This is an optimization exercise on Yosys and OpenROAD, whose aim is small area, not a production implementation.
Only simulation tests tie the RTL to the original design; equivalence was not proved.

==> flow/design.v (excerpt) <==
module jpeg_dctq (clk, reset, pix_in, coef_out);
  input clk, reset;
  input [63:0] pix_in;
  output [63:0] coef_out;
  reg [2:0] ph;
  reg [2:0] bc;
  wire [2:0] nph = ph + 3'd1;
  wire [2:0] nbc = (ph == 3'd7 && bc != 3'd5) ? bc + 3'd1 : bc;
  always @(posedge clk)
    if (~reset) begin ph <= 3'd7; bc <= 3'd0; end
    else begin ph <= nph; bc <= nbc; end
  wire nb0 = (nbc == 3'd2);
  wire [3:0] nl = nb0 ? {1'b0, nph} + 4'd1 : {1'b0, nph};
  reg [6:0] sel;
  reg b0, dc;
  always @(posedge clk)
    if (~reset) begin sel <= 7'd0; b0 <= 1'b0; dc <= 1'b0; end
    else begin
      sel <= (7'd1 << nl[2:0]) & {7{~nl[3] & (nl[2:0] != 3'd7)}};
      b0 <= nb0;
      dc <= (nph == 3'd0);
    end
  reg [63:0] din;
  always @(posedge clk) din <= pix_in;
  wire [55:0] d1;
  dct_row row (.in(din), .out(d1));
  reg [63:0] ln0;
  reg [71:0] ln1;
  reg [79:0] ln2;
  reg [87:0] ln3;
  reg [95:0] ln4;
  reg [103:0] ln5;
  reg [111:0] ln6;
  always @(posedge clk) begin
    ln0 <= {ln0[55:0], d1[55:48]};
    ln1 <= {ln1[63:0], d1[47:40]};
    ln2 <= {ln2[71:0], d1[39:32]};
    ln3 <= {ln3[79:0], d1[31:24]};
    ln4 <= {ln4[87:0], d1[23:16]};
    ln5 <= {ln5[95:0], d1[15:8]};
    ln6 <= {ln6[103:0], d1[7:0]};
  end
  wire [63:0] col;
  assign col[56] = (sel[0] & ~b0 & ln0[56]) | (sel[1] & ~b0 & ln1[64]) | (sel[1] & b0 & ln1[0]) | (sel[2] & ~b0 & ln2[72]) | (sel[2] & b0 & ln2[8]) | (sel[3] & ~b0 & ln3[80]) | (sel[3] & b0 & ln3[16]) | (sel[4] & ~b0 & ln4[88]) | (sel[4] & b0 & ln4[24]) | (sel[5] & ~b0 & ln5[96]) | (sel[5] & b0 & ln5[32]) | (sel[6] & ~b0 & ln6[104]) | (sel[6] & b0 & ln6[40]);
  ...
Size in the first run: about 45000 um2 of cells after synthesis.
export LEC_CHECK = 0
export CAP_MARGIN = 20
export CORE_MARGIN = 2
export CORE_UTILIZATION = 60
export CTS_BUF_LIST = sky130_fd_sc_hd__clkbuf_16
export CTS_CLUSTER_DIAMETER = 120
export CTS_CLUSTER_SIZE = 32
export PLACE_DENSITY = 0.75
export SLEW_MARGIN = 20
export SYNTH_HIERARCHICAL = 1
export SYNTH_MINIMUM_KEEP_SIZE = 0
create_clock -name core_clock -period 11.0 [get_ports {clk}]
run.sh (not shown) runs the stock make flow with config.mk's settings and CLKGATE_MAP_FILE= SYNTH_SCRIPT=/design/flow/synth_recipe.tcl, a recipe that flattens the netlist after the stock synthesis.
The baseline completed without violations.
Edit:
--- a/flow/config.mk
+++ b/flow/config.mk
@@ -10 +10 @@
-export CORE_UTILIZATION = 60
+export CORE_UTILIZATION = 40
@@ -14 +14 @@
-export PLACE_DENSITY = 0.75
+export PLACE_DENSITY = 0.6
The changed run produced a clean layout.
Worst setup slack improved by 0.073 ns.
Flip-flop and latch count stays the same.
Critical path depth shrinks by 1.

* * *

## the previous run
jpeg_dctq, a different RTL version from the one above (not shown whole).
Size in the first run: ~3500 cells after synthesis, about 130 I/O pins, about 47000 um^2 of cells after synthesis.
make LEC_CHECK=0 CAP_MARGIN=20 CORE_MARGIN=2 CORE_UTILIZATION=40 PLACE_DENSITY=0.6 SLEW_MARGIN=20 SYNTH_HIERARCHICAL=1 SYNTH_MINIMUM_KEEP_SIZE=0 finish   # period 11.0 ns
Here is what was changed in the inputs of the current run compared with the previous run.
- GPL_TIMING_DRIVEN newly set to 0
--- outcome ---
Comparing the current run and the previous run, worst setup slack is higher on the previous run. Fraction of area in multi-input gates (the current run over the previous run): decrease, 0.87 points. The current run has count of antenna diodes in the layout above what the previous run had. Against the previous run, the current run comes in 146 higher on number of signal-net buffers in the layout.

==> what the ideal ports hide <==
The results above use ideal ports. As a check the final layouts listed here were re-extracted and re-timed, cells and wires unchanged. Step 1 sets driving cells, clkbuf_16 on the clock port and buf_2 on the other inputs (assumed; they add their load-dependent delay and slew). Step 2 moves the port delays by t, midway between the first and last clock arrival at a register: inputs arrive t later, outputs are due t later. That takes back most of the time a late clock gives input paths. a / b / c = no drivers / after step 1 / after step 2; a / b = the first two.
run | t, ns | slack for setup (ns) | worst data-port slew with drivers (ns)
the first run of note 1 | 0.656 | 0.724 / 0.724 / 0.724 | 0.04
the second run of note 1 | 0.686 | 0.797 / 0.797 / 0.797 | 0.05
the previous run | 0.727 | 0.629 / 0.629 / 0.629 | 0.04
the current run | 0.776 | 0.359 / 0.359 / 0.359 | 0.06
After both steps setup and hold are still met in every run listed.
